This design comes from an exercise in tuning for small area and a short achievable clock period on the open sky130 flow, not from production work.
Function was not checked in any run shown here: the RTL went through the layout flow alone.

==> flow/design.v, too long to show whole: its modules and the start of the top module <==
// module lab2_pipe: 2671 lines
// module lab2_fa: 4 lines
// module lab2_x2: 3 lines
// module lab2_bsel: 3 lines
// module lab2_x3: 3 lines
// module lab2_nor: 3 lines
module lab2_pipe (
    input clk,
    input rst,
    input start,
    input [31:0] x,
    output reg rdy,
    output [31:0] y
);
  // ...
==> flow/run.sh <==
#!/bin/bash
# synth_recipe.tcl (not shown) runs the flow's synth.tcl, then flattens the netlist and writes it again
# the make line also repeats each setting of config.mk as NAME=value (left out here)
make -C /OpenROAD-flow-scripts/flow DESIGN_CONFIG=/design/flow/config.mk WORK_HOME=/design/flow/orfs CLKGATE_MAP_FILE= SYNTH_SCRIPT=/design/flow/synth_recipe.tcl finish
==> flow/config.mk <==
export PLATFORM = sky130hd
export DESIGN_NAME = lab2_pipe
export DESIGN_NICKNAME = lab2_pipe
export VERILOG_FILES = /design/flow/design.v
export SDC_FILE = /design/flow/constraint.sdc
export NUM_CORES = 4
export LEC_CHECK = 0
export CAP_MARGIN = 20
export CORE_MARGIN = 2
export CORE_UTILIZATION = 40
export PLACE_DENSITY = 0.6
export SLEW_MARGIN = 82
export SYNTH_HIERARCHICAL = 1
==> flow/constraint.sdc <==
create_clock -name core_clock -period 15.0 [get_ports {clk}]
set_input_delay 3.0000 -clock core_clock [delete_from_list [all_inputs] [get_ports {clk}]]
set_output_delay 3.0000 -clock core_clock [all_outputs]
set_load 0.01 [all_outputs]
==> results.toml, run 1 <==
[run_status]
outcome = "no timing/DRC/antenna violations"

[clock_tree]
tritoncts = "done"

[cells_and_area]
final.fill_count = 6814
seq-cell-share = 0.1755
most_frequent_cells_in_the_layout = "nand2_1, fa_1, dfxtp_1, xor2_1, inv_1"
top_register = "r4_cs"
post_route_cells_drive_above_1_share = 0.09819

[logic_synthesis]
synth_top_family_by_area = "adder cells"
synth_area_mm2 = 0.02941
ys.warnings.count = 7
synth-adder-area-share = 0.4887
synth-simple-area-share = 0.1543
synth_nets = 3728
yosys_register_bits = 286

[global_routing]
grt_busiest_layer = "met2"

[floorplan]
num_rows = 99

[setup_path]
cp_common_cell = "fa_1"
crit-reg2reg-launch = "r2_x2[6]"
cp_data_arrival_time_ns = 6.83

[sta]
setup_violations = 0
post-route-worst-setup-slack_ns = 8.619
timing.setup.tns_ns = 0

[detailed_routing]
via_count = 20650
==> run 2, diff against run 1 <==
--- a/flow/config.mk
+++ b/flow/config.mk
@@ -9,5 +9,5 @@
 export CORE_MARGIN = 2
 export CORE_UTILIZATION = 40
 export PLACE_DENSITY = 0.6
-export SLEW_MARGIN = 82
+export SLEW_MARGIN = 75
 export SYNTH_HIERARCHICAL = 1
==> run 2 against run 1 <==
Flip-flop and latch count unchanged; die area unchanged; global-route usage decreased by 0.12 points; worst setup slack improved by 0.98 ns; still clean on timing, DRC and antenna; utilization decreased by 1.5 points; via count decreased by 0.72%.
==> results.toml, run 2 <==
[sta]
post-route-worst-setup-slack_ns = 9.599
rsz0062_at_grt = "no"
setup_violations = 0
drv_slew = 0
hold_viol_final = 0
timing.fmax_ghz = 0.1852
timing.setup.tns_ns = 0
fin_crit_ns = 5.401
timing.hold.ws_ns = 0.3183
final_min_period_over_clock_period = 0.3600
skew_ns = 0.03009

[worst_hold_path]
timing.hold.worst_endpoint = "r3_x[16]"
worst_hold_path_type = "reg -> reg"
worst_hold_path.num_cells = 0
hp-start = "r2_x[16]"

[logic_synthesis]
dominant_cell_type_by_area_after_synthesis = "fa_1"
post-synth-top-count-cell = "nand2_1"
syn_inst = 2943
synth_top_cells_by_count = "nand2_1, fa_1, dfxtp_1"
synth-edff-count = 0
ys.warnings.count = 7
synthesis.area_per_instance_um2 = 9.995
synth-main-ff-cell = "dfxtp_1"
synth_nets = 3728
async_flop_share = 0
yosys_register_bits = 286
synth.distinct_cells = 70
yosys-top-cells-area = "fa_1, dfxtp_1, nand2_1, xor2_1, ha_1"
synth_largest_type_area_fraction = 0.4526
synth_seq_area_share = 0.1946
synth_area_mm2 = 0.02941

[detailed_routing]
dr.first_iter.drc_count = 1461
drt_first_pass_iters = 5
post-route-drc-count = 0
ant_nets = 0
wl_per_cell_um = 19.68
via_count = 20500
postRouteWirelength_mm = 76.84
route.detailed.vias_per_inst = 5.251

[floorplan]
die-height_um = 275.2
fp.dieArea_mm2 = 0.07572
design.portCount = 68
die_w_um = 275.2
num_rows = 99
design.core.area_mm2 = 0.07283
floorplan.initialDensity = 0.4039

[setup_path]
cp-end-kind = "register"
worstSetupPathType = "reg -> reg"
worstPathRequired_ns = 15.47
reg2reg_setup_slack_ns = 9.60
crit-reg2reg-launch = "r1_x[10]"
worstRegToRegCells = 19
cp_data_arrival_time_ns = 5.88
largest_driver_fanout_on_the_critical_path = 23
setup.worst_path.start_class = "register"
startpoint = "r1_x[10]"
r2r-end = "r2_x2[30]"

[global_routing]
grt_overflow = 0
grt_util_all_layers = 0.2126
grt_pass1_vias = 22630
global_route_wire_length_before_repair_mm = 124.3
grt_start_max_net_pins = 33
antenna_found_initial = 0

[cells_and_area]
final_core_utilization = 0.4465
top_register = "r4_cs"
antenna_cells = 0
most_frequent_cells_in_the_layout = "nand2_1, fa_1, dfxtp_1, xor2_1, inv_1"
post_route_cells_drive_above_1_share = 0.06553
largest_register_ff_count = 63
finalNetCount = 3704
finalNonFillerCells = 3904
layout_commonest_cell = "nand2_1"
area_delta_synth_final_pct = 10.56
final_design_area_no_fill_mm2 = 0.03252

[placement]
port-buffer-count = 66
place_area_mm2 = 0.03130
dp_slack_ns = 9.598
dpl.hpwl_mm = 56.50
gp_routability_congestion = 0.8499
dp.cells = 3839

[clock_tree]
tritoncts = "done"
htreeDepth = 2
clk_pin_slew_ns = 0.06
postCtsResizedCells = 0
clk-insertion-delay-late_ns = 0.56
cts.sinks = 286
cts_buffer_depth = 3
post-cts-setup-buffers = 0
clockRootBuffer = "clkbuf_16"
hold_fix_buffer_count_after_cts = 0
numCtsBuffers = 34

[run_status]
outcome = "no timing/DRC/antenna violations"

[run]
drv.max_cap_violation_count = 0
==> run 2: cell types whose count changed in the layout (fill, tap and decap cells not counted), sizes merged <==
cell,change
clkdlybuf4s15,-1
diode,-1
clkbuf,-7
clkdlybuf4s25,-2
clkinvlp,+3
inv,-2
dlymetal6s2s,+1
clkdlybuf4s50,-8
clkinv,-1
buf,-22
==> run 2: worst max-delay path by stage <==
stage | to | slack, ns | cells past startpoint
final | r2_x2[30] | 9.60 | 19
after global routing | r2_x2[30] | 9.29 | 19
after CTS | r2_x2[30] | 9.58 | 19
after detailed placement | r2_x2[30] | 9.60 | 19
after global placement | r2_x2[30] | 9.27 | 17
after floorplan | r2_x2[30] | 9.58 | 20
==> run 2: kinds of logic after synthesis <==
group / share of synthesized area
other cells: 0.0001275
flops: 0.1946
compound gates: 0.05232
xor+xnor: 0.06908
fa+ha+maj: 0.4887
simple gates: 0.1543
buf+inv: 0.04041
mux: 0.0003403
==> run 2: routing by layer <==
layer | GRT usage | up-vias | wire, um
li1 | - | 8999 | -
met1 | 0.2729 | 10480 | 31400
met2 | 0.3571 | 823 | 37050
met3 | 0.03614 | 204 | 5383
met4 | 0.08691 | 0 | 3013
met5 | 0 | - | 0
==> run 2: final cells by class <==
type / count / area (um2)
tap: 959 / 1200
multi-input combinational: 2344 / 22640
clock inverter: 15 / 183.9
fill: 6911 / 40310
sequential: 286 / 5849
inverter: 131 / 496.7
timing repair buffer: 122 / 1205
clock buffer: 47 / 940.9
==> run 2: Yosys stat by module, one instance, submodules excluded <==
module	times used	cells inside	flip-flops and latches
lab2_fa	664	1	0
lab2_nor	52	1	0
lab2_pipe	1	2120	286
lab2_x2	107	1	0
==> run 2: worst max-delay path: stages (launching register included) <==
cell       delay (ns)
dfxtp_1          0.30
buf_4            0.29
nand2b_1         0.15
fa_1             0.46
fa_1             0.41
fa_1             0.42
fa_1             0.46
fa_1             0.39
fa_1             0.49
inv_1            0.04
ha_1             0.34
and3_1           0.20
nor2b_1          0.15
a2111oi_2        0.36
o21ai_0          0.14
o21ai_1          0.12
o31ai_1          0.13
a21o_1           0.18
a21oi_1          0.17
xnor2_1          0.13

re-timing with driven ports:
Ports are ideal in the flow. The routed layouts listed here were re-timed in OpenROAD.
Step 1, drivers: a clkbuf_16 drives clk and a buf_2 each remaining input, both assumed.
Step 2 moves the port delays by t, midway between the first and last clock arrival at a register: inputs arrive t later, outputs are due t later. That takes back most of the time a late clock gives input paths.
a / b / c = ideal / step 1 / step 2; a / b = the first two.
run | shift t [ns] | setup WS [ns] | hold slack, ns | worst register clock-pin slew, ns
run 1 | 0.619 | 8.619 / 8.619 / 8.619 | 0.318 / 0.318 / 0.318 | 0.06 / 0.06
run 2 | 0.611 | 9.599 / 9.599 / 9.599 | 0.318 / 0.318 / 0.318 | 0.06 / 0.06
After both steps every run listed still meets setup and hold.
